From an optimization exercise on the open Yosys and OpenROAD flow, aimed at small area, a short achievable clock period and few clock cycles per item; shortcuts taken in it are not production practice.
The RTL was checked by simulation tests, not by an equivalence proof against the original design.
Power figures rest on the tool's default switching activity, not on a simulated workload.

==> flow/standard.sh <==
#!/bin/bash
# synth_recipe.tcl (not shown) runs the flow's synth.tcl, then flattens the netlist and writes it again
# the make line also repeats each setting of config.mk as NAME=value (left out here)
make -C /OpenROAD-flow-scripts/flow DESIGN_CONFIG=/design/flow/config.mk WORK_HOME=/design/flow/orfs CLKGATE_MAP_FILE= SYNTH_SCRIPT=/design/flow/synth_recipe.tcl "${@:-finish}"
==> flow/design.v <==
module bmac #(parameter YW = 23, parameter AW = 34) (
    input  [5:0]    one,
    input  [5:0]    two,
    input  [5:0]    neg,
    input  [YW-1:0] y,
    input  [AW-1:0] acc,
    output [AW-1:0] z
);
    localparam N = YW + 1;
    wire [N-1:0] y1 = {y[YW-1], y};
    wire [N-1:0] y2 = {y, 1'b0};
    wire [AW-1:0] u0, u1, u2, u3, u4, u5;
    genvar i;
    generate for (i = 0; i < 6; i = i + 1) begin : g_pp
        wire [N-1:0] mag = ({N{one[i]}} & y1) | ({N{two[i]}} & y2);
        wire [N-1:0] v = mag ^ {N{neg[i]}};
        wire [N-1:0] u = {~v[N-1], v[N-2:0]};
        wire [AW-1:0] ush = {{AW{1'b0}}, u} << (2*i);
        if (i == 0) assign u0 = ush;
        if (i == 1) assign u1 = ush;
        if (i == 2) assign u2 = ush;
        if (i == 3) assign u3 = ush;
        if (i == 4) assign u4 = ush;
        if (i == 5) assign u5 = ush;
    end endgenerate
    wire [AW-1:0] negs = {{AW{1'b0}}, neg[5], 1'b0, neg[4], 1'b0, neg[3], 1'b0, neg[2], 1'b0, neg[1], 1'b0, neg[0]};
    wire [AW+12:0] kfull = ({{(AW+13){1'b0}}} - ({{(AW+13){1'b0}}, 11'd1365} << (N-1)));
    wire [AW-1:0] kc = kfull[AW-1:0];
    assign z = acc + u0 + u1 + u2 + u3 + u4 + u5 + negs + kc;
endmodule
module MDC(
    clk, rst_n, in_valid, in_data, in_mode,
    out_valid, out_data
);
input clk, rst_n, in_valid;
input [8:0] in_mode;
input [14:0] in_data;
output out_valid;
output [206:0] out_data;
reg [3:0] cnt;           
reg       last;          
reg       ov;            
reg [1:0] md;            
wire [3:0] msyn;
assign msyn[0] = in_mode[8] ^ in_mode[6] ^ in_mode[4] ^ in_mode[2] ^ in_mode[0];
assign msyn[1] = in_mode[7] ^ in_mode[6] ^ in_mode[3] ^ in_mode[2];
assign msyn[2] = in_mode[5] ^ in_mode[4] ^ in_mode[3] ^ in_mode[2];
assign msyn[3] = in_mode[1] ^ in_mode[0];
wire m_d4 = in_mode[6] ^ (msyn == 4'd3);
wire m_d1 = in_mode[2] ^ (msyn == 4'd7);
always @(posedge clk or negedge rst_n) begin
    if (!rst_n) begin
        cnt  <= 4'd0;
        last <= 1'b0;
        ov   <= 1'b0;
    end else begin
        cnt  <= in_valid ? cnt + 4'd1 : 4'd0;
        last <= in_valid && (cnt == 4'd15);
        ov   <= last;
    end
end
always @(posedge clk) begin
    if (in_valid && cnt == 4'd0) md <= m_d4 ? 2'd2 : (m_d1 ? 2'd1 : 2'd0);
end
wire [14:0] cw = in_data;
reg  [3:0]  syn;
reg  [14:0] fixd;
integer p;
always @(*) begin
    syn = 4'd0;
    for (p = 1; p <= 15; p = p + 1)
        if (cw[15 - p]) syn = syn ^ p[3:0];
    fixd = cw;
    for (p = 1; p <= 15; p = p + 1)
        if (syn == p[3:0]) fixd[15 - p] = ~cw[15 - p];
end
wire [10:0] dec = {fixd[12], fixd[10:8], fixd[6:0]};
wire [15:0] kh = 16'd1 << cnt;
wire m2 = (md == 2'd0), m3 = (md == 2'd1), m4 = (md == 2'd2);
reg c0;
reg c1;
reg c2;
reg c3;
reg c4;
reg c5;
reg c6;
reg c7;
reg c8;
reg c9;
reg c10;
reg c11;
reg c12;
reg c13;
reg c14;
reg c15;
reg c16;
reg c17;
reg c18;
reg c19;
reg c20;
reg c21;
reg c22;
reg c23;
reg c24;
reg c25;
reg c26;
reg c27;
reg c28;
reg c29;
reg c30;
reg c31;
reg c32;
reg c33;
reg c34;
reg c35;
reg c36;
reg c37;
reg c38;
reg c39;
reg c40;
reg c41;
reg c42;
reg c43;
reg c44;
reg c45;
reg c46;
reg c47;
reg c48;
reg c49;
reg c50;
reg c51;
reg c52;
reg c53;
reg c54;
reg c55;
reg c56;
reg c57;
reg c58;
reg c59;
reg c60;
reg c61;
reg c62;
reg c63;
always @(posedge clk) begin
    c0 <= in_valid & ((kh[15] & (m4)));
    c1 <= in_valid & ((kh[10] & (m4)) | (kh[12] & (m3)));
    c2 <= in_valid & ((kh[9] & (m4)) | (kh[11] & (m4)) | (kh[13] & (m3)) | (kh[14] & (m3)));
    c3 <= in_valid & ((kh[13] & (m4)) | (kh[14] & (m4)) | (kh[15] & (m4)));
    c4 <= in_valid & ((kh[6] & (m4)) | (kh[9] & (m3)));
    c5 <= in_valid & ((kh[7] & (m4)) | (kh[11] & (m3)));
    c6 <= in_valid & ((kh[10] & (m4)) | (kh[11] & (m4)) | (kh[14] & (m3)) | (kh[15] & (m3)));
    c7 <= in_valid & ((kh[5] & (m2)) | (kh[6] & (m2)) | (kh[7] & (m2 | m4)) | (kh[9] & (m2)) | (kh[10] & (m2)) | (kh[11] & (m2 | m3)) | (kh[13] & (m2)) | (kh[14] & (m2)) | (kh[15] & (m2)));
    c8 <= in_valid & ((kh[5] & (m4)) | (kh[10] & (m3)));
    c9 <= in_valid & ((kh[11] & (m4)) | (kh[13] & (m3)));
    c10 <= in_valid & ((kh[9] & (m4)) | (kh[10] & (m4)) | (kh[14] & (m3)) | (kh[15] & (m3)));
    c11 <= in_valid & ((kh[6] & (m4)) | (kh[10] & (m3)));
    c12 <= in_valid & ((kh[7] & (m4)));
    c13 <= in_valid & ((kh[4] & (m2)) | (kh[5] & (m2)) | (kh[6] & (m2)) | (kh[8] & (m2)) | (kh[9] & (m2)) | (kh[10] & (m2)) | (kh[13] & (m2)) | (kh[14] & (m2)));
    c14 <= in_valid & ((kh[6] & (m4)) | (kh[7] & (m4)) | (kh[9] & (m3)) | (kh[11] & (m3)) | (kh[12] & (m2)));
    c15 <= in_valid & ((kh[4] & (m2)) | (kh[5] & (m2)) | (kh[6] & (m2 | m4)) | (kh[7] & (m4)) | (kh[8] & (m2)) | (kh[9] & (m2 | m3)) | (kh[10] & (m2)) | (kh[11] & (m3)) | (kh[12] & (m2)) | (kh[13] & (m2)) | (kh[14] & (m2)));
    c16 <= in_valid & ((kh[4] & (m4)) | (kh[6] & (m4)) | (kh[8] & (m3)) | (kh[9] & (m3)));
    c17 <= in_valid & ((kh[5] & (m4)) | (kh[6] & (m4)) | (kh[9] & (m3)) | (kh[10] & (m3)));
    c18 <= in_valid & ((kh[5] & (m4)) | (kh[7] & (m4)) | (kh[10] & (m3)) | (kh[11] & (m3)));
    c19 <= in_valid & ((kh[4] & (m4)) | (kh[5] & (m4)) | (kh[8] & (m3)) | (kh[10] & (m3)));
    c20 <= in_valid & ((kh[4] & (m4)) | (kh[7] & (m4)));
    c21 <= in_valid & ((kh[12] & (m4)) | (kh[13] & (m4)) | (kh[14] & (m4)) | (kh[15] & (m4)));
    c22 <= in_valid & ((kh[9] & (m4)) | (kh[10] & (m4)) | (kh[11] & (m4)) | (kh[13] & (m3)) | (kh[14] & (m3)) | (kh[15] & (m2 | m3)));
    c23 <= in_valid & ((kh[9] & (m4)) | (kh[10] & (m4)) | (kh[11] & (m4)) | (kh[12] & (m4)) | (kh[13] & (m3 | m4)) | (kh[14] & (m3 | m4)) | kh[15]);
    c24 <= in_valid & ((kh[14] & (m2)));
    c25 <= in_valid & ((kh[9] & (m4)) | (kh[10] & (m4)) | (kh[11] & (m4)) | (kh[13] & (m3)) | (kh[14] & (m3)) | (kh[15] & (m3)));
    c26 <= in_valid & ((kh[9] & (m4)) | (kh[10] & (m4)) | (kh[11] & (m4)) | (kh[12] & (m4)) | (kh[13] & (m3 | m4)) | kh[14] | (kh[15] & (m3 | m4)));
    c27 <= in_valid & (kh[2]);
    c28 <= in_valid & ((kh[15] & (m3)));
    c29 <= in_valid & (kh[2] | (kh[12] & (m4)) | (kh[13] & (m4)) | (kh[14] & (m2 | m4)) | (kh[15] & (m3 | m4)));
    c30 <= in_valid & ((kh[12] & (m4)) | (kh[13] & (m4)) | (kh[14] & (m2 | m4)) | (kh[15] & (m3 | m4)));
    c31 <= in_valid & ((kh[13] & (m2)));
    c32 <= in_valid & ((kh[13] & (m2)) | (kh[15] & (m3 | m4)));
    c33 <= in_valid & ((kh[8] & (m4)) | (kh[9] & (m4)) | (kh[10] & (m4)) | (kh[12] & (m3)) | (kh[14] & (m3)) | (kh[15] & (m3)));
    c34 <= in_valid & ((kh[8] & (m4)) | (kh[9] & (m4)) | (kh[10] & (m4)) | (kh[12] & (m3)) | (kh[13] & (m2)) | (kh[14] & (m3)) | (kh[15] & (m3 | m4)));
    c35 <= in_valid & ((kh[11] & (m2)));
    c36 <= in_valid & ((kh[8] & (m4)) | (kh[9] & (m4)) | (kh[10] & (m4)) | (kh[11] & (m2)) | (kh[12] & (m3)) | (kh[14] & (m3)) | (kh[15] & (m3 | m4)));
    c37 <= in_valid & (kh[1]);
    c38 <= in_valid & (kh[1] | (kh[11] & (m2)) | (kh[15] & (m3 | m4)));
    c39 <= in_valid & ((kh[10] & (m2)));
    c40 <= in_valid & (kh[1] | (kh[10] & (m2)) | (kh[15] & (m3 | m4)));
    c41 <= in_valid & ((kh[10] & (m2)) | (kh[15] & (m3 | m4)));
    c42 <= in_valid & ((kh[8] & (m4)) | (kh[12] & (m3)));
    c43 <= in_valid & ((kh[8] & (m4)) | (kh[9] & (m4)) | (kh[10] & (m2)) | (kh[11] & (m4)) | (kh[12] & (m3)) | (kh[13] & (m3)) | (kh[14] & (m3)) | (kh[15] & (m4)));
    c44 <= in_valid & ((kh[9] & (m2)));
    c45 <= in_valid & ((kh[8] & (m4)) | (kh[9] & (m2 | m4)) | (kh[11] & (m4)) | (kh[12] & (m3)) | (kh[13] & (m3)) | (kh[14] & (m3)) | (kh[15] & (m4)));
    c46 <= in_valid & (kh[0]);
    c47 <= in_valid & ((kh[14] & (m3)));
    c48 <= in_valid & (kh[0] | (kh[9] & (m2)) | (kh[14] & (m3)) | (kh[15] & (m4)));
    c49 <= in_valid & ((kh[7] & (m2)));
    c50 <= in_valid & (kh[0] | (kh[7] & (m2)) | (kh[14] & (m3)) | (kh[15] & (m4)));
    c51 <= in_valid & ((kh[7] & (m2)) | (kh[14] & (m3)) | (kh[15] & (m4)));
    c52 <= in_valid & ((kh[8] & (m4)) | (kh[10] & (m4)) | (kh[12] & (m3)));
    c53 <= in_valid & ((kh[11] & (m3 | m4)) | (kh[13] & (m3)));
    c54 <= in_valid & ((kh[7] & (m2)) | (kh[8] & (m4)) | (kh[10] & (m4)) | (kh[11] & (m3 | m4)) | (kh[12] & (m3)) | (kh[13] & (m3)) | (kh[15] & (m4)));
    c55 <= in_valid & ((kh[6] & (m2)));
    c56 <= in_valid & ((kh[6] & (m2)) | (kh[8] & (m4)) | (kh[10] & (m4)) | (kh[11] & (m3 | m4)) | (kh[12] & (m3)) | (kh[13] & (m3)) | (kh[15] & (m4)));
    c57 <= in_valid & ((kh[5] & (m2)));
    c58 <= in_valid & ((kh[5] & (m2)) | (kh[8] & (m4)) | (kh[10] & (m4)) | (kh[11] & (m3 | m4)) | (kh[12] & (m3)) | (kh[13] & (m3)) | (kh[15] & (m4)));
    c59 <= in_valid & (kh[3]);
    c60 <= in_valid & ((kh[13] & (m3)));
    c61 <= in_valid & (kh[3] | (kh[5] & (m2)) | (kh[13] & (m3)) | (kh[15] & (m4)));
    c62 <= in_valid & ((kh[5] & (m2)) | (kh[13] & (m3)) | (kh[15] & (m4)));
    c63 <= in_valid & ((kh[5] & (m2)) | (kh[15] & (m3 | m4)));
end
reg [10:0] xr, dl1, dl2, dl3, dl4, dl5, dl6, dl7;
reg [22:0] P0, P1, P2, P3, P4, P5;
reg [206:0] out_reg;
always @(posedge clk) begin
    xr <= dec;
    dl1 <= xr; dl2 <= dl1; dl3 <= dl2; dl4 <= dl3; dl5 <= dl4; dl6 <= dl5; dl7 <= dl6;
end
assign out_valid = ov;
wire [45:0] l1_z;
wire [10:0] l1_xn = ({11{((kh[12] & (m3)) | (kh[13] & (m3)))}} & out_reg[95:85]) | ({11{((kh[14] & (m3)))}} & out_reg[44:34]) | ({11{((kh[4] & (m2 | m4)) | (kh[5] & (m2 | m4)) | (kh[6] & (m2 | m4)) | (kh[7] & (m4)) | kh[8] | kh[9] | kh[10] | (kh[11] & (m3 | m4)) | (kh[12] & (m4)) | (kh[13] & (m2 | m4)) | (kh[14] & (m2 | m4)) | (kh[15] & (m4)))}} & dec);
wire l1_subn = ((kh[4] & (m2 | m4)) | (kh[5] & (m2 | m4)) | (kh[6] & (m2)) | (kh[8] & (m2 | m3)) | (kh[9] & (m2 | m4)) | kh[10] | (kh[12] & (m3 | m4)) | (kh[13] & (m2)) | kh[14]);
wire [12:0] l1_xe = {l1_xn[10], l1_xn, 1'b0};
reg  [5:0] l1_one, l1_two, l1_neg;
integer l1_i;
always @(posedge clk) begin
    for (l1_i = 0; l1_i < 6; l1_i = l1_i + 1) begin
        l1_one[l1_i] <= l1_xe[2*l1_i+1] ^ l1_xe[2*l1_i];
        l1_two[l1_i] <= (l1_xe[2*l1_i+2] & ~l1_xe[2*l1_i+1] & ~l1_xe[2*l1_i]) | (~l1_xe[2*l1_i+2] & l1_xe[2*l1_i+1] & l1_xe[2*l1_i]);
        l1_neg[l1_i] <= l1_xe[2*l1_i+2] ^ l1_subn;
    end
end
reg  [33:0] l1_y;
always @(posedge clk) l1_y <= ({34{((kh[12] & (m4)))}} & l2_z[33:0]) | ({34{((kh[14] & (m4)))}} & out_reg[135:102]) | ({34{((kh[13] & (m4)))}} & out_reg[186:153]) | ({34{((kh[15] & (m4)))}} & out_reg[84:51]) | ({34{((kh[14] & (m3)))}} & {{11{P0[22]}}, P0}) | ({34{((kh[13] & (m3)))}} & {{11{P3[22]}}, P3}) | ({34{((kh[11] & (m4)) | (kh[12] & (m3)))}} & {{11{P4[22]}}, P4}) | ({34{((kh[9] & (m4)) | (kh[10] & (m4)))}} & {{11{P5[22]}}, P5}) | ({34{((kh[8] & (m4)))}} & {{11{l2_z[22]}}, l2_z[22:0]}) | ({34{((kh[4] & (m4)) | (kh[5] & (m4)))}} & {{23{dl1[10]}}, dl1}) | ({34{((kh[4] & (m2)) | (kh[5] & (m2)) | (kh[6] & (m2)) | (kh[8] & (m2 | m3)) | (kh[9] & (m2)) | (kh[10] & (m2 | m3)) | (kh[13] & (m2)) | (kh[14] & (m2)))}} & {{23{dl2[10]}}, dl2}) | ({34{((kh[9] & (m3)) | (kh[11] & (m3)))}} & {{23{dl4[10]}}, dl4}) | ({34{((kh[6] & (m4)) | (kh[7] & (m4)))}} & {{23{dl5[10]}}, dl5});
wire [45:0] l1_acc = ({46{c1}} & {{12{out_reg[186]}}, out_reg[186:153]}) | ({46{c2}} & {{12{out_reg[135]}}, out_reg[135:102]}) | ({46{c3}} & out_reg[45:0]) | ({46{c4}} & {{23{P1[22]}}, P1}) | ({46{c5}} & {{23{P3[22]}}, P3});
bmac #(.YW(34), .AW(46)) u_l1 (.one(l1_one), .two(l1_two), .neg(l1_neg), .y(l1_y), .acc(l1_acc), .z(l1_z));
wire [33:0] l2_z;
wire [10:0] l2_xn = ({11{((kh[12] & (m3)))}} & out_reg[197:187]) | ({11{((kh[4] & (m4)) | (kh[5] & (m2 | m4)) | (kh[6] & (m2 | m4)) | (kh[7] & (m2 | m4)) | (kh[8] & (m3 | m4)) | kh[9] | kh[10] | kh[11] | (kh[12] & (m2)) | (kh[13] & (m2 | m3)) | (kh[14] & (m2 | m3)) | (kh[15] & (m2 | m3)))}} & dec);
wire l2_subn = ((kh[4] & (m4)) | (kh[6] & (m4)) | (kh[8] & (m3)) | (kh[9] & (m3)) | (kh[10] & (m4)) | (kh[12] & (m2)) | (kh[14] & (m3)));
wire [12:0] l2_xe = {l2_xn[10], l2_xn, 1'b0};
reg  [5:0] l2_one, l2_two, l2_neg;
integer l2_i;
always @(posedge clk) begin
    for (l2_i = 0; l2_i < 6; l2_i = l2_i + 1) begin
        l2_one[l2_i] <= l2_xe[2*l2_i+1] ^ l2_xe[2*l2_i];
        l2_two[l2_i] <= (l2_xe[2*l2_i+2] & ~l2_xe[2*l2_i+1] & ~l2_xe[2*l2_i]) | (~l2_xe[2*l2_i+2] & l2_xe[2*l2_i+1] & l2_xe[2*l2_i]);
        l2_neg[l2_i] <= l2_xe[2*l2_i+2] ^ l2_subn;
    end
end
reg  [22:0] l2_y;
always @(posedge clk) l2_y <= ({23{((kh[9] & (m4)) | (kh[14] & (m3)))}} & P0) | ({23{((kh[11] & (m4)) | (kh[12] & (m3)) | (kh[15] & (m3)))}} & P2) | ({23{((kh[10] & (m4)) | (kh[13] & (m3)))}} & P3) | ({23{((kh[8] & (m4)))}} & l1_z[22:0]) | ({23{((kh[8] & (m3)) | (kh[9] & (m3)))}} & {{12{dl1[10]}}, dl1}) | ({23{((kh[4] & (m4)) | (kh[6] & (m4)) | (kh[12] & (m2)))}} & {{12{dl2[10]}}, dl2}) | ({23{((kh[5] & (m2 | m4)) | (kh[6] & (m2)) | (kh[7] & (m2 | m4)) | (kh[9] & (m2)) | (kh[10] & (m2)) | (kh[11] & (m2)) | (kh[13] & (m2)) | (kh[14] & (m2)) | (kh[15] & (m2)))}} & {{12{dl4[10]}}, dl4}) | ({23{((kh[10] & (m3)) | (kh[11] & (m3)))}} & {{12{dl5[10]}}, dl5});
wire [33:0] l2_acc = ({34{c6}} & out_reg[33:0]) | ({34{c7}} & {{11{P0[22]}}, P0}) | ({34{c8}} & {{11{P4[22]}}, P4});
bmac #(.YW(23), .AW(34)) u_l2 (.one(l2_one), .two(l2_two), .neg(l2_neg), .y(l2_y), .acc(l2_acc), .z(l2_z));
wire [33:0] l3_z;
wire [10:0] l3_xn = ({11{((kh[13] & (m3)))}} & out_reg[146:136]) | ({11{((kh[11] & (m3)))}} & out_reg[44:34]) | ({11{((kh[15] & (m3)))}} & dl1) | ({11{((kh[4] & (m4)) | (kh[5] & (m4)) | (kh[6] & (m4)) | (kh[7] & (m4)) | (kh[8] & (m4)) | (kh[9] & (m3 | m4)) | (kh[10] & (m3 | m4)) | (kh[11] & (m4)) | (kh[12] & (m3)) | (kh[14] & (m3)))}} & dec);
wire l3_subn = ((kh[4] & (m4)) | (kh[5] & (m4)) | (kh[9] & (m3 | m4)) | (kh[15] & (m3)));
wire [12:0] l3_xe = {l3_xn[10], l3_xn, 1'b0};
reg  [5:0] l3_one, l3_two, l3_neg;
integer l3_i;
always @(posedge clk) begin
    for (l3_i = 0; l3_i < 6; l3_i = l3_i + 1) begin
        l3_one[l3_i] <= l3_xe[2*l3_i+1] ^ l3_xe[2*l3_i];
        l3_two[l3_i] <= (l3_xe[2*l3_i+2] & ~l3_xe[2*l3_i+1] & ~l3_xe[2*l3_i]) | (~l3_xe[2*l3_i+2] & l3_xe[2*l3_i+1] & l3_xe[2*l3_i]);
        l3_neg[l3_i] <= l3_xe[2*l3_i+2] ^ l3_subn;
    end
end
reg  [22:0] l3_y;
always @(posedge clk) l3_y <= ({23{((kh[9] & (m4)) | (kh[11] & (m3 | m4)) | (kh[14] & (m3)))}} & P1) | ({23{((kh[8] & (m4)) | (kh[12] & (m3)) | (kh[13] & (m3)))}} & P2) | ({23{((kh[10] & (m4)) | (kh[15] & (m3)))}} & P4) | ({23{((kh[5] & (m4)) | (kh[9] & (m3)))}} & {{12{dl2[10]}}, dl2}) | ({23{((kh[6] & (m4)) | (kh[10] & (m3)))}} & {{12{dl4[10]}}, dl4}) | ({23{((kh[7] & (m4)))}} & {{12{dl6[10]}}, dl6}) | ({23{((kh[4] & (m4)))}} & {{12{xr[10]}}, xr});
wire [33:0] l3_acc = ({34{c9}} & out_reg[186:153]) | ({34{c10}} & out_reg[84:51]) | ({34{c11}} & {{11{P2[22]}}, P2}) | ({34{c12}} & {{11{P5[22]}}, P5});
bmac #(.YW(23), .AW(34)) u_l3 (.one(l3_one), .two(l3_two), .neg(l3_neg), .y(l3_y), .acc(l3_acc), .z(l3_z));
always @(posedge clk) begin
    if (c15) P0 <= ({23{c13}} & l1_z[22:0]) | ({23{c14}} & l2_z[22:0]);
    if (c16) P1 <= ({23{c16}} & l1_z[22:0]);
    if (c17) P2 <= ({23{c17}} & l3_z[22:0]);
    if (c18) P3 <= ({23{c18}} & l1_z[22:0]);
    if (c19) P4 <= ({23{c19}} & l2_z[22:0]);
    if (c20) P5 <= ({23{c20}} & l3_z[22:0]);
    if (c23) out_reg[0] <= (c21 & l1_z[0]) | (c22 & l2_z[0]);
    if (c23) out_reg[1] <= (c21 & l1_z[1]) | (c22 & l2_z[1]);
    if (c23) out_reg[2] <= (c21 & l1_z[2]) | (c22 & l2_z[2]);
    if (c23) out_reg[3] <= (c21 & l1_z[3]) | (c22 & l2_z[3]);
    if (c23) out_reg[4] <= (c21 & l1_z[4]) | (c22 & l2_z[4]);
    if (c23) out_reg[5] <= (c21 & l1_z[5]) | (c22 & l2_z[5]);
    if (c23) out_reg[6] <= (c21 & l1_z[6]) | (c22 & l2_z[6]);
    if (c23) out_reg[7] <= (c21 & l1_z[7]) | (c22 & l2_z[7]);
    if (c23) out_reg[8] <= (c21 & l1_z[8]) | (c22 & l2_z[8]);
    if (c23) out_reg[9] <= (c21 & l1_z[9]) | (c22 & l2_z[9]);
    if (c23) out_reg[10] <= (c21 & l1_z[10]) | (c22 & l2_z[10]);
    if (c23) out_reg[11] <= (c21 & l1_z[11]) | (c22 & l2_z[11]);
    if (c23) out_reg[12] <= (c21 & l1_z[12]) | (c22 & l2_z[12]);
    if (c23) out_reg[13] <= (c21 & l1_z[13]) | (c22 & l2_z[13]);
    if (c23) out_reg[14] <= (c21 & l1_z[14]) | (c22 & l2_z[14]);
    if (c23) out_reg[15] <= (c21 & l1_z[15]) | (c22 & l2_z[15]);
    if (c23) out_reg[16] <= (c21 & l1_z[16]) | (c22 & l2_z[16]);
    if (c23) out_reg[17] <= (c21 & l1_z[17]) | (c22 & l2_z[17]);
    if (c23) out_reg[18] <= (c21 & l1_z[18]) | (c22 & l2_z[18]);
    if (c23) out_reg[19] <= (c21 & l1_z[19]) | (c22 & l2_z[19]);
    if (c23) out_reg[20] <= (c21 & l1_z[20]) | (c22 & l2_z[20]);
    if (c23) out_reg[21] <= (c21 & l1_z[21]) | (c22 & l2_z[21]);
    if (c23) out_reg[22] <= (c21 & l1_z[22]) | (c22 & l2_z[22]);
    if (c26) out_reg[23] <= (c21 & l1_z[23]) | (c24 & l2_z[0]) | (c25 & l2_z[23]);
    if (c26) out_reg[24] <= (c21 & l1_z[24]) | (c24 & l2_z[1]) | (c25 & l2_z[24]);
    if (c26) out_reg[25] <= (c21 & l1_z[25]) | (c24 & l2_z[2]) | (c25 & l2_z[25]);
    if (c26) out_reg[26] <= (c21 & l1_z[26]) | (c25 & l2_z[26]) | (c24 & l2_z[3]);
    if (c26) out_reg[27] <= (c21 & l1_z[27]) | (c25 & l2_z[27]) | (c24 & l2_z[4]);
    if (c26) out_reg[28] <= (c21 & l1_z[28]) | (c25 & l2_z[28]) | (c24 & l2_z[5]);
    if (c26) out_reg[29] <= (c21 & l1_z[29]) | (c25 & l2_z[29]) | (c24 & l2_z[6]);
    if (c26) out_reg[30] <= (c21 & l1_z[30]) | (c25 & l2_z[30]) | (c24 & l2_z[7]);
    if (c26) out_reg[31] <= (c21 & l1_z[31]) | (c25 & l2_z[31]) | (c24 & l2_z[8]);
    if (c26) out_reg[32] <= (c21 & l1_z[32]) | (c25 & l2_z[32]) | (c24 & l2_z[9]);
    if (c26) out_reg[33] <= (c21 & l1_z[33]) | (c24 & l2_z[10]) | (c25 & l2_z[33]);
    if (c29) out_reg[34] <= (c27 & xr[0]) | (c21 & l1_z[34]) | (c24 & l2_z[11]) | (c28 & l2_z[33]);
    if (c29) out_reg[35] <= (c27 & xr[1]) | (c21 & l1_z[35]) | (c24 & l2_z[12]) | (c28 & l2_z[33]);
    if (c29) out_reg[36] <= (c27 & xr[2]) | (c21 & l1_z[36]) | (c24 & l2_z[13]) | (c28 & l2_z[33]);
    if (c29) out_reg[37] <= (c27 & xr[3]) | (c21 & l1_z[37]) | (c24 & l2_z[14]) | (c28 & l2_z[33]);
    if (c29) out_reg[38] <= (c27 & xr[4]) | (c21 & l1_z[38]) | (c24 & l2_z[15]) | (c28 & l2_z[33]);
    if (c29) out_reg[39] <= (c27 & xr[5]) | (c21 & l1_z[39]) | (c24 & l2_z[16]) | (c28 & l2_z[33]);
    if (c29) out_reg[40] <= (c27 & xr[6]) | (c21 & l1_z[40]) | (c24 & l2_z[17]) | (c28 & l2_z[33]);
    if (c29) out_reg[41] <= (c27 & xr[7]) | (c21 & l1_z[41]) | (c24 & l2_z[18]) | (c28 & l2_z[33]);
    if (c29) out_reg[42] <= (c27 & xr[8]) | (c21 & l1_z[42]) | (c24 & l2_z[19]) | (c28 & l2_z[33]);
    if (c29) out_reg[43] <= (c27 & xr[9]) | (c21 & l1_z[43]) | (c24 & l2_z[20]) | (c28 & l2_z[33]);
    if (c29) out_reg[44] <= (c27 & xr[10]) | (c21 & l1_z[44]) | (c24 & l2_z[21]) | (c28 & l2_z[33]);
    if (c30) out_reg[45] <= (c21 & l1_z[45]) | (c24 & l2_z[22]) | (c28 & l2_z[33]);
    if (c32) out_reg[46] <= (c31 & l2_z[0]) | (c28 & l2_z[33]);
    if (c32) out_reg[47] <= (c31 & l2_z[1]) | (c28 & l2_z[33]);
    if (c32) out_reg[48] <= (c31 & l2_z[2]) | (c28 & l2_z[33]);
    if (c32) out_reg[49] <= (c31 & l2_z[3]) | (c28 & l2_z[33]);
    if (c32) out_reg[50] <= (c28 & l2_z[33]) | (c31 & l2_z[4]);
    if (c34) out_reg[51] <= (c31 & l2_z[5]) | (c33 & l3_z[0]);
    if (c34) out_reg[52] <= (c31 & l2_z[6]) | (c33 & l3_z[1]);
    if (c34) out_reg[53] <= (c31 & l2_z[7]) | (c33 & l3_z[2]);
    if (c34) out_reg[54] <= (c31 & l2_z[8]) | (c33 & l3_z[3]);
    if (c34) out_reg[55] <= (c31 & l2_z[9]) | (c33 & l3_z[4]);
    if (c34) out_reg[56] <= (c31 & l2_z[10]) | (c33 & l3_z[5]);
    if (c34) out_reg[57] <= (c31 & l2_z[11]) | (c33 & l3_z[6]);
    if (c34) out_reg[58] <= (c31 & l2_z[12]) | (c33 & l3_z[7]);
    if (c34) out_reg[59] <= (c31 & l2_z[13]) | (c33 & l3_z[8]);
    if (c34) out_reg[60] <= (c31 & l2_z[14]) | (c33 & l3_z[9]);
    if (c34) out_reg[61] <= (c31 & l2_z[15]) | (c33 & l3_z[10]);
    if (c34) out_reg[62] <= (c31 & l2_z[16]) | (c33 & l3_z[11]);
    if (c34) out_reg[63] <= (c31 & l2_z[17]) | (c33 & l3_z[12]);
    if (c34) out_reg[64] <= (c31 & l2_z[18]) | (c33 & l3_z[13]);
    if (c34) out_reg[65] <= (c31 & l2_z[19]) | (c33 & l3_z[14]);
    if (c34) out_reg[66] <= (c31 & l2_z[20]) | (c33 & l3_z[15]);
    if (c34) out_reg[67] <= (c31 & l2_z[21]) | (c33 & l3_z[16]);
    if (c34) out_reg[68] <= (c31 & l2_z[22]) | (c33 & l3_z[17]);
    if (c36) out_reg[69] <= (c35 & l2_z[0]) | (c33 & l3_z[18]);
    if (c36) out_reg[70] <= (c35 & l2_z[1]) | (c33 & l3_z[19]);
    if (c36) out_reg[71] <= (c35 & l2_z[2]) | (c33 & l3_z[20]);
    if (c36) out_reg[72] <= (c35 & l2_z[3]) | (c33 & l3_z[21]);
    if (c36) out_reg[73] <= (c35 & l2_z[4]) | (c33 & l3_z[22]);
    if (c36) out_reg[74] <= (c35 & l2_z[5]) | (c33 & l3_z[23]);
    if (c36) out_reg[75] <= (c35 & l2_z[6]) | (c33 & l3_z[24]);
    if (c36) out_reg[76] <= (c35 & l2_z[7]) | (c33 & l3_z[25]);
    if (c36) out_reg[77] <= (c35 & l2_z[8]) | (c33 & l3_z[26]);
    if (c36) out_reg[78] <= (c35 & l2_z[9]) | (c33 & l3_z[27]);
    if (c36) out_reg[79] <= (c35 & l2_z[10]) | (c33 & l3_z[28]);
    if (c36) out_reg[80] <= (c35 & l2_z[11]) | (c33 & l3_z[29]);
    if (c36) out_reg[81] <= (c35 & l2_z[12]) | (c33 & l3_z[30]);
    if (c36) out_reg[82] <= (c35 & l2_z[13]) | (c33 & l3_z[31]);
    if (c36) out_reg[83] <= (c35 & l2_z[14]) | (c33 & l3_z[32]);
    if (c36) out_reg[84] <= (c35 & l2_z[15]) | (c33 & l3_z[33]);
    if (c38) out_reg[85] <= (c37 & xr[0]) | (c35 & l2_z[16]) | (c28 & l3_z[33]);
    if (c38) out_reg[86] <= (c37 & xr[1]) | (c35 & l2_z[17]) | (c28 & l3_z[33]);
    if (c38) out_reg[87] <= (c37 & xr[2]) | (c35 & l2_z[18]) | (c28 & l3_z[33]);
    if (c38) out_reg[88] <= (c37 & xr[3]) | (c35 & l2_z[19]) | (c28 & l3_z[33]);
    if (c38) out_reg[89] <= (c37 & xr[4]) | (c35 & l2_z[20]) | (c28 & l3_z[33]);
    if (c38) out_reg[90] <= (c37 & xr[5]) | (c35 & l2_z[21]) | (c28 & l3_z[33]);
    if (c38) out_reg[91] <= (c37 & xr[6]) | (c35 & l2_z[22]) | (c28 & l3_z[33]);
    if (c40) out_reg[92] <= (c37 & xr[7]) | (c39 & l2_z[0]) | (c28 & l3_z[33]);
    if (c40) out_reg[93] <= (c37 & xr[8]) | (c39 & l2_z[1]) | (c28 & l3_z[33]);
    if (c40) out_reg[94] <= (c37 & xr[9]) | (c39 & l2_z[2]) | (c28 & l3_z[33]);
    if (c40) out_reg[95] <= (c37 & xr[10]) | (c39 & l2_z[3]) | (c28 & l3_z[33]);
    if (c41) out_reg[96] <= (c39 & l2_z[4]) | (c28 & l3_z[33]);
    if (c41) out_reg[97] <= (c39 & l2_z[5]) | (c28 & l3_z[33]);
    if (c41) out_reg[98] <= (c39 & l2_z[6]) | (c28 & l3_z[33]);
    if (c41) out_reg[99] <= (c39 & l2_z[7]) | (c28 & l3_z[33]);
    if (c41) out_reg[100] <= (c39 & l2_z[8]) | (c28 & l3_z[33]);
    if (c41) out_reg[101] <= (c39 & l2_z[9]) | (c28 & l3_z[33]);
    if (c43) out_reg[102] <= (c2 & l1_z[0]) | (c42 & l2_z[0]) | (c39 & l2_z[10]);
    if (c43) out_reg[103] <= (c2 & l1_z[1]) | (c42 & l2_z[1]) | (c39 & l2_z[11]);
    if (c43) out_reg[104] <= (c2 & l1_z[2]) | (c39 & l2_z[12]) | (c42 & l2_z[2]);
    if (c43) out_reg[105] <= (c2 & l1_z[3]) | (c39 & l2_z[13]) | (c42 & l2_z[3]);
    if (c43) out_reg[106] <= (c2 & l1_z[4]) | (c39 & l2_z[14]) | (c42 & l2_z[4]);
    if (c43) out_reg[107] <= (c2 & l1_z[5]) | (c39 & l2_z[15]) | (c42 & l2_z[5]);
    if (c43) out_reg[108] <= (c2 & l1_z[6]) | (c39 & l2_z[16]) | (c42 & l2_z[6]);
    if (c43) out_reg[109] <= (c2 & l1_z[7]) | (c39 & l2_z[17]) | (c42 & l2_z[7]);
    if (c43) out_reg[110] <= (c2 & l1_z[8]) | (c39 & l2_z[18]) | (c42 & l2_z[8]);
    if (c43) out_reg[111] <= (c2 & l1_z[9]) | (c39 & l2_z[19]) | (c42 & l2_z[9]);
    if (c43) out_reg[112] <= (c2 & l1_z[10]) | (c42 & l2_z[10]) | (c39 & l2_z[20]);
    if (c43) out_reg[113] <= (c2 & l1_z[11]) | (c42 & l2_z[11]) | (c39 & l2_z[21]);
    if (c43) out_reg[114] <= (c2 & l1_z[12]) | (c42 & l2_z[12]) | (c39 & l2_z[22]);
    if (c45) out_reg[115] <= (c2 & l1_z[13]) | (c44 & l2_z[0]) | (c42 & l2_z[13]);
    if (c45) out_reg[116] <= (c2 & l1_z[14]) | (c44 & l2_z[1]) | (c42 & l2_z[14]);
    if (c45) out_reg[117] <= (c2 & l1_z[15]) | (c42 & l2_z[15]) | (c44 & l2_z[2]);
    if (c45) out_reg[118] <= (c2 & l1_z[16]) | (c42 & l2_z[16]) | (c44 & l2_z[3]);
    if (c45) out_reg[119] <= (c2 & l1_z[17]) | (c42 & l2_z[17]) | (c44 & l2_z[4]);
    if (c45) out_reg[120] <= (c2 & l1_z[18]) | (c42 & l2_z[18]) | (c44 & l2_z[5]);
    if (c45) out_reg[121] <= (c2 & l1_z[19]) | (c42 & l2_z[19]) | (c44 & l2_z[6]);
    if (c45) out_reg[122] <= (c2 & l1_z[20]) | (c42 & l2_z[20]) | (c44 & l2_z[7]);
    if (c45) out_reg[123] <= (c2 & l1_z[21]) | (c42 & l2_z[21]) | (c44 & l2_z[8]);
    if (c45) out_reg[124] <= (c2 & l1_z[22]) | (c42 & l2_z[22]) | (c44 & l2_z[9]);
    if (c45) out_reg[125] <= (c2 & l1_z[23]) | (c44 & l2_z[10]) | (c42 & l2_z[23]);
    if (c45) out_reg[126] <= (c2 & l1_z[24]) | (c44 & l2_z[11]) | (c42 & l2_z[24]);
    if (c45) out_reg[127] <= (c2 & l1_z[25]) | (c44 & l2_z[12]) | (c42 & l2_z[25]);
    if (c45) out_reg[128] <= (c2 & l1_z[26]) | (c44 & l2_z[13]) | (c42 & l2_z[26]);
    if (c45) out_reg[129] <= (c2 & l1_z[27]) | (c44 & l2_z[14]) | (c42 & l2_z[27]);
    if (c45) out_reg[130] <= (c2 & l1_z[28]) | (c44 & l2_z[15]) | (c42 & l2_z[28]);
    if (c45) out_reg[131] <= (c2 & l1_z[29]) | (c44 & l2_z[16]) | (c42 & l2_z[29]);
    if (c45) out_reg[132] <= (c2 & l1_z[30]) | (c44 & l2_z[17]) | (c42 & l2_z[30]);
    if (c45) out_reg[133] <= (c2 & l1_z[31]) | (c44 & l2_z[18]) | (c42 & l2_z[31]);
    if (c45) out_reg[134] <= (c2 & l1_z[32]) | (c44 & l2_z[19]) | (c42 & l2_z[32]);
    if (c45) out_reg[135] <= (c2 & l1_z[33]) | (c44 & l2_z[20]) | (c42 & l2_z[33]);
    if (c48) out_reg[136] <= (c46 & xr[0]) | (c47 & l1_z[34]) | (c44 & l2_z[21]);
    if (c48) out_reg[137] <= (c46 & xr[1]) | (c47 & l1_z[35]) | (c44 & l2_z[22]);
    if (c50) out_reg[138] <= (c46 & xr[2]) | (c47 & l1_z[36]) | (c49 & l2_z[0]);
    if (c50) out_reg[139] <= (c46 & xr[3]) | (c47 & l1_z[37]) | (c49 & l2_z[1]);
    if (c50) out_reg[140] <= (c46 & xr[4]) | (c47 & l1_z[38]) | (c49 & l2_z[2]);
    if (c50) out_reg[141] <= (c46 & xr[5]) | (c47 & l1_z[39]) | (c49 & l2_z[3]);
    if (c50) out_reg[142] <= (c46 & xr[6]) | (c47 & l1_z[40]) | (c49 & l2_z[4]);
    if (c50) out_reg[143] <= (c46 & xr[7]) | (c47 & l1_z[41]) | (c49 & l2_z[5]);
    if (c50) out_reg[144] <= (c46 & xr[8]) | (c47 & l1_z[42]) | (c49 & l2_z[6]);
    if (c50) out_reg[145] <= (c46 & xr[9]) | (c47 & l1_z[43]) | (c49 & l2_z[7]);
    if (c50) out_reg[146] <= (c46 & xr[10]) | (c47 & l1_z[44]) | (c49 & l2_z[8]);
    if (c51) out_reg[147] <= (c47 & l1_z[45]) | (c49 & l2_z[9]);
    if (c51) out_reg[148] <= (c47 & l1_z[45]) | (c49 & l2_z[10]);
    if (c51) out_reg[149] <= (c47 & l1_z[45]) | (c49 & l2_z[11]);
    if (c51) out_reg[150] <= (c47 & l1_z[45]) | (c49 & l2_z[12]);
    if (c51) out_reg[151] <= (c47 & l1_z[45]) | (c49 & l2_z[13]);
    if (c51) out_reg[152] <= (c47 & l1_z[45]) | (c49 & l2_z[14]);
    if (c54) out_reg[153] <= (c52 & l1_z[0]) | (c49 & l2_z[15]) | (c53 & l3_z[0]);
    if (c54) out_reg[154] <= (c52 & l1_z[1]) | (c49 & l2_z[16]) | (c53 & l3_z[1]);
    if (c54) out_reg[155] <= (c52 & l1_z[2]) | (c49 & l2_z[17]) | (c53 & l3_z[2]);
    if (c54) out_reg[156] <= (c52 & l1_z[3]) | (c49 & l2_z[18]) | (c53 & l3_z[3]);
    if (c54) out_reg[157] <= (c52 & l1_z[4]) | (c49 & l2_z[19]) | (c53 & l3_z[4]);
    if (c54) out_reg[158] <= (c52 & l1_z[5]) | (c49 & l2_z[20]) | (c53 & l3_z[5]);
    if (c54) out_reg[159] <= (c52 & l1_z[6]) | (c49 & l2_z[21]) | (c53 & l3_z[6]);
    if (c54) out_reg[160] <= (c52 & l1_z[7]) | (c49 & l2_z[22]) | (c53 & l3_z[7]);
    if (c56) out_reg[161] <= (c52 & l1_z[8]) | (c55 & l2_z[0]) | (c53 & l3_z[8]);
    if (c56) out_reg[162] <= (c52 & l1_z[9]) | (c55 & l2_z[1]) | (c53 & l3_z[9]);
    if (c56) out_reg[163] <= (c52 & l1_z[10]) | (c55 & l2_z[2]) | (c53 & l3_z[10]);
    if (c56) out_reg[164] <= (c52 & l1_z[11]) | (c55 & l2_z[3]) | (c53 & l3_z[11]);
    if (c56) out_reg[165] <= (c52 & l1_z[12]) | (c55 & l2_z[4]) | (c53 & l3_z[12]);
    if (c56) out_reg[166] <= (c52 & l1_z[13]) | (c55 & l2_z[5]) | (c53 & l3_z[13]);
    if (c56) out_reg[167] <= (c52 & l1_z[14]) | (c55 & l2_z[6]) | (c53 & l3_z[14]);
    if (c56) out_reg[168] <= (c52 & l1_z[15]) | (c55 & l2_z[7]) | (c53 & l3_z[15]);
    if (c56) out_reg[169] <= (c52 & l1_z[16]) | (c55 & l2_z[8]) | (c53 & l3_z[16]);
    if (c56) out_reg[170] <= (c52 & l1_z[17]) | (c55 & l2_z[9]) | (c53 & l3_z[17]);
    if (c56) out_reg[171] <= (c52 & l1_z[18]) | (c55 & l2_z[10]) | (c53 & l3_z[18]);
    if (c56) out_reg[172] <= (c52 & l1_z[19]) | (c55 & l2_z[11]) | (c53 & l3_z[19]);
    if (c56) out_reg[173] <= (c52 & l1_z[20]) | (c55 & l2_z[12]) | (c53 & l3_z[20]);
    if (c56) out_reg[174] <= (c52 & l1_z[21]) | (c55 & l2_z[13]) | (c53 & l3_z[21]);
    if (c56) out_reg[175] <= (c52 & l1_z[22]) | (c55 & l2_z[14]) | (c53 & l3_z[22]);
    if (c56) out_reg[176] <= (c52 & l1_z[23]) | (c55 & l2_z[15]) | (c53 & l3_z[23]);
    if (c56) out_reg[177] <= (c52 & l1_z[24]) | (c55 & l2_z[16]) | (c53 & l3_z[24]);
    if (c56) out_reg[178] <= (c52 & l1_z[25]) | (c55 & l2_z[17]) | (c53 & l3_z[25]);
    if (c56) out_reg[179] <= (c52 & l1_z[26]) | (c55 & l2_z[18]) | (c53 & l3_z[26]);
    if (c56) out_reg[180] <= (c52 & l1_z[27]) | (c55 & l2_z[19]) | (c53 & l3_z[27]);
    if (c56) out_reg[181] <= (c52 & l1_z[28]) | (c55 & l2_z[20]) | (c53 & l3_z[28]);
    if (c56) out_reg[182] <= (c52 & l1_z[29]) | (c55 & l2_z[21]) | (c53 & l3_z[29]);
    if (c56) out_reg[183] <= (c52 & l1_z[30]) | (c55 & l2_z[22]) | (c53 & l3_z[30]);
    if (c58) out_reg[184] <= (c52 & l1_z[31]) | (c57 & l2_z[0]) | (c53 & l3_z[31]);
    if (c58) out_reg[185] <= (c52 & l1_z[32]) | (c57 & l2_z[1]) | (c53 & l3_z[32]);
    if (c58) out_reg[186] <= (c52 & l1_z[33]) | (c57 & l2_z[2]) | (c53 & l3_z[33]);
    if (c61) out_reg[187] <= (c59 & xr[0]) | (c57 & l2_z[3]) | (c60 & l3_z[33]);
    if (c61) out_reg[188] <= (c59 & xr[1]) | (c57 & l2_z[4]) | (c60 & l3_z[33]);
    if (c61) out_reg[189] <= (c59 & xr[2]) | (c57 & l2_z[5]) | (c60 & l3_z[33]);
    if (c61) out_reg[190] <= (c59 & xr[3]) | (c57 & l2_z[6]) | (c60 & l3_z[33]);
    if (c61) out_reg[191] <= (c59 & xr[4]) | (c57 & l2_z[7]) | (c60 & l3_z[33]);
    if (c61) out_reg[192] <= (c59 & xr[5]) | (c57 & l2_z[8]) | (c60 & l3_z[33]);
    if (c61) out_reg[193] <= (c59 & xr[6]) | (c57 & l2_z[9]) | (c60 & l3_z[33]);
    if (c61) out_reg[194] <= (c59 & xr[7]) | (c57 & l2_z[10]) | (c60 & l3_z[33]);
    if (c61) out_reg[195] <= (c59 & xr[8]) | (c57 & l2_z[11]) | (c60 & l3_z[33]);
    if (c61) out_reg[196] <= (c59 & xr[9]) | (c57 & l2_z[12]) | (c60 & l3_z[33]);
    if (c61) out_reg[197] <= (c59 & xr[10]) | (c57 & l2_z[13]) | (c60 & l3_z[33]);
    if (c62) out_reg[198] <= (c57 & l2_z[14]) | (c60 & l3_z[33]);
    if (c62) out_reg[199] <= (c57 & l2_z[15]) | (c60 & l3_z[33]);
    if (c62) out_reg[200] <= (c57 & l2_z[16]) | (c60 & l3_z[33]);
    if (c62) out_reg[201] <= (c57 & l2_z[17]) | (c60 & l3_z[33]);
    if (c62) out_reg[202] <= (c57 & l2_z[18]) | (c60 & l3_z[33]);
    if (c62) out_reg[203] <= (c57 & l2_z[19]) | (c60 & l3_z[33]);
    if (c63) out_reg[204] <= (c57 & l2_z[20]);
    if (c63) out_reg[205] <= (c57 & l2_z[21]);
    if (c63) out_reg[206] <= (c57 & l2_z[22]);
end
reg s4;
always @(posedge clk) s4 <= c0 & l1_z[45];
assign out_data = (out_reg | {{161{s4}}, 46'd0}) & {207{ov}};
endmodule
==> flow/config.mk <==
export PLATFORM = sky130hd
export DESIGN_NAME = MDC
export DESIGN_NICKNAME = MDC
export VERILOG_FILES = /design/flow/design.v
export SDC_FILE = /design/flow/constraint.sdc
export NUM_CORES = 4
export LEC_CHECK = 0
export CAP_MARGIN = 20
export CORE_MARGIN = 2
export CORE_UTILIZATION = 55
export PLACE_DENSITY = 0.72
export SLEW_MARGIN = 20
==> flow/flow/run.sh <==
#!/bin/bash
# The standard ORFS layout (the standard.sh) with three changes to how it is
# made; the SDC and the clock period are unchanged:
#  - repair_timing is asked to leave 15.5 ns of setup slack at the 22 ns clock,
#    so it works on every path longer than 6.5 ns;
#  - the port buffers that buffer_ports inserts are buf_4 cells instead of the
#    delay cells it picks by default;
#  - the resizer may swap a cell for one with a different footprint.
set -euo pipefail
bash standard.sh SETUP_SLACK_MARGIN=15.5 MATCH_CELL_FOOTPRINT=0 \
  "BUFFER_PORTS_ARGS=-buffer_cell sky130_fd_sc_hd__buf_4" finish > orfs_flow.log 2>&1
==> flow/constraint.sdc <==
create_clock -name core_clock -period 22.0 [get_ports {clk}]
set_input_delay 4.4000 -clock core_clock [delete_from_list [all_inputs] [get_ports {clk}]]
set_output_delay 4.4000 -clock core_clock [all_outputs]
set_load 0.01 [all_outputs]
==> results of run 1 <==
[worst max path at each step]
| stage | from | end | slack [ns] | cells past startpoint |
|---|---|---|---|---|
| floorplan | in_data[4] | l3_two[2]$_DFF_P_ | 15.54 | 10 |
| global placement | c6$_DFF_P_ | l1_y[32]$_DFF_P_ | 14.40 | 17 |
| detailed placement | c6$_DFF_P_ | l1_y[31]$_DFF_P_ | 14.26 | 17 |
| CTS | in_data[4] | l1_one[1]$_DFF_P_ | 15.47 | 10 |
| global route | c2$_DFF_P_ | out_reg[137]$_DFFE_PP_ | 15.35 | 22 |
| finish | c6$_DFF_P_ | out_reg[23]$_DFFE_PP_ | 15.33 | 17 |
[per-layer routing]
metal / vias up / wire length (um)
li1: 19827 / -
met1: 24004 / 80400
met2: 4704 / 96140
met3: 1279 / 40540
met4: 16 / 22130
met5: - / 260
[cell type report]
class                      instances  area, um^2  share of cell area
sequential                       626       16090              0.2668
clock buffer                     101        2078             0.03446
multi-input combinational       3927       35070              0.5815
tap                             1287        1610             0.02670
clock inverter                    32       330.3            0.005477
inverter                         483        1813             0.03006
antenna                           22       55.05           0.0009128
timing repair buffer             398        3262             0.05408
[synthesized netlist by cell type (32+ instances only)]
| cell type | n |
|---|---|
| edfxtp_1 | 347 |
| a222oi_1 | 219 |
| a21o_1 | 106 |
| and2_1 | 182 |
| nand3_1 | 94 |
| fa_1 | 388 |
| xnor2_1 | 277 |
| nand2b_1 | 37 |
| buf_1 | 48 |
| o21ai_0 | 111 |
| a22oi_1 | 545 |
| inv_1 | 480 |
| ha_1 | 273 |
| a221o_1 | 46 |
| a22o_1 | 94 |
| dfxtp_1 | 273 |
| nor2_1 | 102 |
| xor2_1 | 380 |
| nand2_1 | 421 |
| a21oi_1 | 121 |
| nand4_1 | 33 |
| o21a_1 | 173 |
| clkbuf_1 | 446 |
| a221oi_1 | 32 |
[worst reg2reg max path: stages (launching register included)]
cell and delay, ns:
dfxtp_2 0.40, buf_6 0.23, a222oi_1 1.04, inv_1 0.24, ha_1 0.38, fa_1 0.53
inv_1 0.05, fa_1 0.48, inv_1 0.04, ha_2 0.43, nand4_1 0.24, nor2_2 0.24
a21oi_2 0.14, a31oi_1 0.47, a21oi_1 0.16, xnor2_1 1.08, a222oi_1 0.24, inv_1 0.14
[through the flow]
stage	hold slack, ns	setup slack, ns	instances
2_1_floorplan	0.3096	15.54	5540
3_3_place_gp	0.3101	14.40	6686
3_5_place_dp	0.3121	14.26	6686
4_1_cts	0.3250	15.47	6833
5_1_grt	0.3337	15.35	6855
6_report	0.3256	15.33	6876
[power groups by stage]
stage / Combinational (mW) / Clock [mW] / Sequential [mW]
detailed placement: 1.45 / 0 / 1.41
global placement: 1.43 / 0 / 1.41
CTS: 1.48 / 1.25 / 1.38
floorplan: 0.936 / 0 / 1.33
global route: 1.70 / 1.29 / 1.39
finish: 1.63 / 1.26 / 1.40
[layout by cell type, fill, tap and decap left out, types with 28 or more instances in the layout]
cell type	synthesis	layout
and2_1	182	180
dfxtp_1	273	235
edfxtp_1	347	347
clkbuf_16	0	77
nand4_1	33	33
nand2b_1	37	36
inv_1	480	480
xor2_1	380	366
nand3_1	94	91
ha_1	273	269
nor2_1	102	99
a21o_1	106	106
o21a_1	173	173
and3_1	29	28
dfxtp_2	0	35
a22o_1	94	94
a22oi_1	545	545
a21oi_1	121	114
nand2_1	421	419
xnor2_1	277	263
buf_4	0	368
a221o_1	46	46
a222oi_1	219	219
fa_1	388	388
o21ai_0	111	105
a221oi_1	32	30
[cell families after synthesis]
logic type | share of synthesized area
xor+xnor | 0.1081
simple gates | 0.08770
buf+inv | 0.06913
mux | 0.006744
flops | 0.2960
fa+ha+maj | 0.2064
compound gates | 0.2258
[repair_timing]
action | 4_1_cts | 5_1_grt
gates cloned | 1 | 1
setup endpoints to repair | 372 | 153
buffers inserted | 13 | 14
gates resized for setup | 40 | 65
pin swaps | 6 | 18
==> impl_metrics.tcl, run 1 <==
set metrics [dict create \
    num-nets-final 6196 \
    crit_fanout 22 \
    netlist_top_cells_area "edfxtp_1 19%, fa_1 14%, dfxtp_1 10%" \
    finalClockSkew_ns 0.04168 \
    num_vias 49830 \
    final.min_clock_period_ns 6.666 \
    clock_latency_ns 0.67 \
    r2r-start "c6$_DFF_P_" \
    drt_wl_total_um 239500 \
    synth_ff_type "edfxtp_1" \
    dieArea_um2 101000 \
    tns_ns 0 \
    netSwitchingPower_mw 1.772 \
    die_x_um 317.8 \
    numCtsBuffers 72 \
    r2r_cells 17 \
    synth.ff_latch_count 626 \
    ys_async_sr_fraction 0.009585 \
    endpoint_kind "flip-flop" \
    clkPwrFrac 0.294 \
    max_freq_ghz 0.1500 \
    cts-root-buf "clkbuf_16" \
    row_count 115 \
    power_frac_comb 0.380 \
    worst_hold_path.endpoint "dl4[7]$_DFF_P_" \
    met3_usage 0.2071 \
    crit_top_cell "inv_1" \
    power_mw 4.293 \
    wl_per_cell_um 34.83 \
    yosys.area.top_type "edfxtp_1" \
    drc 0 \
    ios 235 \
    use_met1 0.5634 \
    setup_viol 0 \
    cap_violations 0 \
    final_area_um2 60310 \
    rsz0062_at_grt "true" \
    layout-drive-gt1-share 0.1221 \
    final_util 0.6155 \
    synthToLayoutAreaGrowth_pct 11.34 \
    worstPathRequired_ns 22.50 \
    worstPathCellList "buf_6 > a222oi_1 > inv_1 > ha_1 > fa_1 > inv_1 > fa_1 > inv_1 > ha_2 > nand4_1 > nor2_2 > a21oi_2 > a31oi_1 > a21oi_1 > xnor2_1 > a222oi_1 > inv_1" \
    intPower_mw 2.521 \
    p_per_area_nw_per_um2 71.18 \
    min_path_cells 0 \
    hold_class "reg2reg" \
    crit_arrival_ns 7.17 \
    status "finished clean" \
    routabilityCongestion 1.073 \
    start_kind "flip-flop" \
    cts_max_path_buffers 3 \
    yosys.area.top_type_share 0.1924 \
    path_clk_slew_ns 0.06 \
    ir_drop_mv 0.08435 \
    timing.rr.end "out_reg[23]$_DFFE_PP_" \
    antenna_found_initial 22 \
    drv_slew 0 \
    ys_types 88 \
    die_y_um 317.8 \
    synthCells 5540 \
    start_util 0.5528 \
    synth_edf_count 347 \
    max_stage_delay_ns 1.08 \
    worst_pin_slew_ns 1.368 \
    cts_htree_levels 3 \
    detail-route-antenna-nets 0 \
    grt_pass1_vias 48540 \
    cts_tree "done" \
    yosysSeqAreaShare 0.2960 \
    relSlewSlack 0.08162 \
    grt_first_pass_wirelength_um 339800 \
    critPathTopFamily "compound AO/OA/AOI/OAI gates" \
    placed_cell_area_um2 56910 \
    largest_register_ffs 207 \
    hp-start "dl3[7]$_DFF_P_" \
    drt-initial-drc-count 9604 \
    switching_share 0.4127 \
    crit_type "reg2reg" \
    first_pass_iters 15 \
    io_buffers 234 \
    ys.warnings.count 1 \
    p_leak_nw 25.45 \
    met2_usage 0.6483 \
    grt_use_total 0.4627 \
    place_hpwl_um 169800 \
    syn_area_per_cell_um2 9.778 \
    grt-busiest-layer "met2" \
    core_um2 97990 \
    via_per_inst 7.247 \
    nFillCells 8164 \
    synth_area_um2 54170 \
    cts_hold_buffers 0 \
    finalCritPeriodShare 0.3030 \
    clkSinkCount 626 \
    finalHoldViolCount 0 \
    overflow 0 \
    critical-path-slowest-cell "xnor2_1" \
    power_frac_seq 0.326 \
    synth_nets 6228 \
    r2r_slack_ns 15.33 \
    worst-path-buf-inv 5 \
    grt_start_max_net_pins 107 \
]
Testbench counts, summed over its fixed seeds: cycles 9,216, items 512.
==> run 2, diff against run 1 <==
==> flow/flow/run.sh (replaced) <==
#!/bin/bash
# The standard ORFS layout (the standard.sh) with three changes to how it is
# made; the SDC and the clock period are unchanged:
#  - repair_timing is asked to leave 15.5 ns of setup slack at the 22 ns clock,
#    so it works on every path longer than 6.5 ns;
#  - the port buffers that buffer_ports inserts are buf_2 cells instead of the
#    delay cells it picks by default;
#  - the resizer may swap a cell for one with a different footprint.
set -euo pipefail
bash standard.sh SETUP_SLACK_MARGIN=15.5 MATCH_CELL_FOOTPRINT=0 \
  "BUFFER_PORTS_ARGS=-buffer_cell sky130_fd_sc_hd__buf_2" finish > orfs_flow.log 2>&1
--- a/flow/config.mk
+++ b/flow/config.mk
@@ -6,4 +6,5 @@
 export NUM_CORES = 4
 export LEC_CHECK = 0
+export ABC_AREA = 1
 export CAP_MARGIN = 20
 export CORE_MARGIN = 2
==> run 2 against run 1 <==
  * Clock-buffer cell count decreased by 11
  * Critical path depth unchanged
  * Wire length is 31% higher
  * First-iteration DRC count rose by 43%
  * Critical endpoint is now l2_y[15]$_DFF_P_
  * Power is 3.4% higher
  * Worst hold slack worse by 0.010 ns
  * Global-route usage grew 12 points
  * Area after synthesis is 3.4% higher
  * Clock skew up 0.012 ns
  * Synthesized cell count up 24%
  * Register-to-register slack worse by 0.07 ns
==> impl_metrics.tcl, run 2 <==
set metrics [dict create \
    finalClockSkew_ns 0.05375 \
    ys.warnings.count 1 \
    largest_register_ffs 207 \
    crit_top_cell "fa_1" \
    tns_ns 0 \
    start_util 0.5523 \
    io_buffers 234 \
    ys_async_sr_fraction 0.009585 \
    first_pass_iters 22 \
    synth_nets 7573 \
    synth.ff_latch_count 626 \
    drt_wl_total_um 312700 \
    drt-initial-drc-count 13720 \
    yosys.area.top_type "edfxtp_1" \
    grt_first_pass_wirelength_um 421500 \
    worstPathCellList "clkinv_1 > o22ai_1 > xor2_1 > fa_1 > fa_1 > fa_1 > inv_1 > fa_1 > ha_1 > a21oi_1 > a21boi_0 > nand2_1 > nor2_1 > inv_1 > or2_2 > nand2_2 > o211ai_1" \
    cts_tree "done" \
    synth_most_common_cell "nand2_1" \
    detail-route-antenna-nets 0 \
    p_per_area_nw_per_um2 71.54 \
    antenna_found_initial 58 \
    crit_fanout 10 \
    drv_slew 0 \
    overflow 0 \
    yosysSeqAreaShare 0.2862 \
    synth_edf_count 347 \
    start_kind "flip-flop" \
    critical-path-slowest-cell "dfxtp_1" \
    synthTopCellsByCount "1066 x nand2_1, 955 x inv_1, 551 x xor2_1" \
    path_clk_slew_ns 0.06 \
    num_vias 60590 \
    power_mw 4.440 \
    die_y_um 323.2 \
    final.min_clock_period_ns 6.732 \
    num-nets-final 7722 \
    nFillCells 9112 \
    core_um2 101400 \
    cap_violations 0 \
    grt_use_total 0.5829 \
    cts_htree_levels 3 \
    worstPathRequired_ns 22.46 \
    cts_hold_buffers 0 \
    mostFrequentLayoutCells "1057 x nand2_1, 943 x inv_1, 544 x xor2_1" \
    place_hpwl_um 235100 \
    setup_viol 0 \
    crit_arrival_ns 7.19 \
    ys_types 64 \
    rsz0062_at_grt "true" \
    cts-root-buf "clkbuf_16" \
    max_stage_delay_ns 0.62 \
    synthToLayoutAreaGrowth_pct 10.76 \
    clkSinkCount 626 \
    max_freq_ghz 0.1485 \
    p_leak_nw 27.62 \
    dieArea_um2 104400 \
    worst_pin_slew_ns 1.457 \
    cts_max_path_buffers 3 \
    status "finished clean" \
    grt_pass1_vias 54042 \
    finalHoldViolCount 0 \
    wl_per_cell_um 36.78 \
    finalCritPeriodShare 0.3060 \
    die_x_um 323.2 \
    row_count 117 \
    endpoint_kind "flip-flop" \
    clock_latency_ns 0.72 \
    crit_type "reg2reg" \
    hold_class "reg2reg" \
    ir_drop_mv 0.05792 \
    netlist_top_cells_area "edfxtp_1 19%, fa_1 14%, dfxtp_1 9.8%" \
    synth_ff_type "edfxtp_1" \
    ios 235 \
    synth_area_um2 56030 \
    drc 0 \
    numCtsBuffers 72 \
    final_common_cell "nand2_1" \
    synthCells 6885 \
    relSlewSlack 0.02471 \
    layout-drive-gt1-share 0.1037 \
    grt_start_max_net_pins 107 \
    syn_area_per_cell_um2 8.138 \
    via_per_inst 7.128 \
    routabilityCongestion 1.187 \
    yosys.area.top_type_share 0.1860 \
]
==> run 2: cell types whose count changed after synthesis, moves of 171 or more <==
| cell | previous run | this run |
|---|---|---|
| nand2_1 | 421 | 1066 |
| o22ai_1 | 11 | 538 |
| a22oi_1 | 545 | 21 |
| inv_1 | 480 | 955 |
| nor2_1 | 102 | 461 |
| nand3_1 | 94 | 356 |
| xnor2_1 | 277 | 25 |
| a222oi_1 | 219 | 0 |
| clkbuf_1 | 446 | 238 |
| a21oi_1 | 121 | 321 |
| and2_1 | 182 | 9 |
| xor2_1 | 380 | 551 |
==> run 2: metrics by stage <==
step           hold slack (ns)  instance area, um^2  utilization  std cells  setup slack [ns]
5_1_grt                 0.3099                61990       0.6110       8469             15.41
3_5_place_dp            0.3121                58580       0.5774       8280             15.12
2_1_floorplan           0.3096                56030            -       6885             16.20
6_report                0.3152                62060       0.6118       8500             15.27
4_1_cts                 0.3040                61170       0.6030       8418             15.52
3_3_place_gp            0.3098                58520       0.5768       8277             15.09
==> run 2: final timing paths <==
kind / start / endpoint / slack [ns] / cells past startpoint
max reg2reg: l1_y[13]$_DFF_P_ / l2_y[15]$_DFF_P_ / 15.27 / 17
max in group asynchronous: rst_n / ov$_DFF_PN0_ / 18.28 / 1
min: dl3[4]$_DFF_P_ / dl4[4]$_DFF_P_ / 0.32 / 0
max: l1_y[13]$_DFF_P_ / l2_y[15]$_DFF_P_ / 15.27 / 17
min reg2reg: dl3[4]$_DFF_P_ / dl4[4]$_DFF_P_ / 0.32 / 0
min in group asynchronous: rst_n / cnt[3]$_DFF_PN0_ / 3.52 / 1
==> run 2: per-layer routing <==
metal  routed length (um)  track usage
met4                31960       0.4364
met1               105100       0.6930
met5                 2068       0.1500
met3                58800       0.3529
met2               114700       0.7407
==> run 2: final cells by class <==
| class | count | area [um^2] | area share |
|---|---|---|---|
| Sequential cell | 626 | 16060 | 0.2588 |
| Multi-Input combinational cell | 4839 | 34890 | 0.5622 |
| Clock buffer | 90 | 1941 | 0.03127 |
| Timing Repair Buffer | 388 | 2597 | 0.04185 |
| Timing Repair inverter | 7 | 51.30 | 0.0008266 |
| Inverter | 1100 | 4227 | 0.06810 |
| Tap cell | 1368 | 1712 | 0.02758 |
| Clock inverter | 41 | 479.2 | 0.007721 |
| Antenna cell | 41 | 102.6 | 0.001653 |
==> run 2: worst max-delay path, delay by kind of cell, from the launching register on <==
kind,cells,cell delay (ns)
AOI/OAI and AO/OA,4,1.48
xor gates and xnor gates,1,0.26
adders and majority gates,5,2.37
buffers and inverters,3,0.63
DFF,1,0.62
and+or+nand+nor,4,1.10
==> run 2: what timing repair did <==
item	CTS	global route
pin swaps	0	7
resized for setup	30	80
cloned	1	11
setup buffers	6	25
setup endpoints to repair	265	254
==> run 2: power by group <==
group	leakage, nW	total [mW]	switching (mW)	internal, mW
Sequential	5.53	1.32	0.0572	1.26
Combinational	20.9	1.82	1.32	0.496
Clock	1.17	1.31	0.580	0.728
Total	27.6	4.44	1.96	2.48
==> run 2: kinds of logic (layout without fill, tap and decap cells) <==
logic type | Yosys count | in the layout | share of synthesized area
fa+ha+maj | 661 | 661 | 0.1996
buf+inv | 1420 | 1626 | 0.09597
flops | 626 | 626 | 0.2862
simple gates | 2114 | 2114 | 0.1615
xor+xnor | 576 | 576 | 0.09003
mux | 6 | 6 | 0.001183
compound gates | 1482 | 1482 | 0.1656
other cells | 0 | 41 | 0

==> afterwards: timing with drivers on the ports <==
No port has a modelled driver above. Below, the same layouts with a new extraction and two added sets of constraints. Step 1: set_driving_cell puts a clkbuf_16 on clk and a buf_2 on each other input, an assumption about the parent block. Step 2, shift: input delay + t, output delay - t, t = (earliest + latest rising clock arrival at the registers) / 2. This alone moves slack from input paths to output paths. a / b / c = ideal ports / drivers / drivers and shift; a / b = the first two.
run	t, ns	setup slack, ns	clock arrival spread, ns
run 1	0.724	15.334 / 15.334 / 14.888	0.041 / 0.041
run 2	0.777	15.268 / 15.268 / 14.729	0.055 / 0.054
After both steps every run listed still meets setup and hold. For run 2, which loses most, drivers alone change the setup slack by 0.000 ns; drivers and shift together by -0.539 ns.
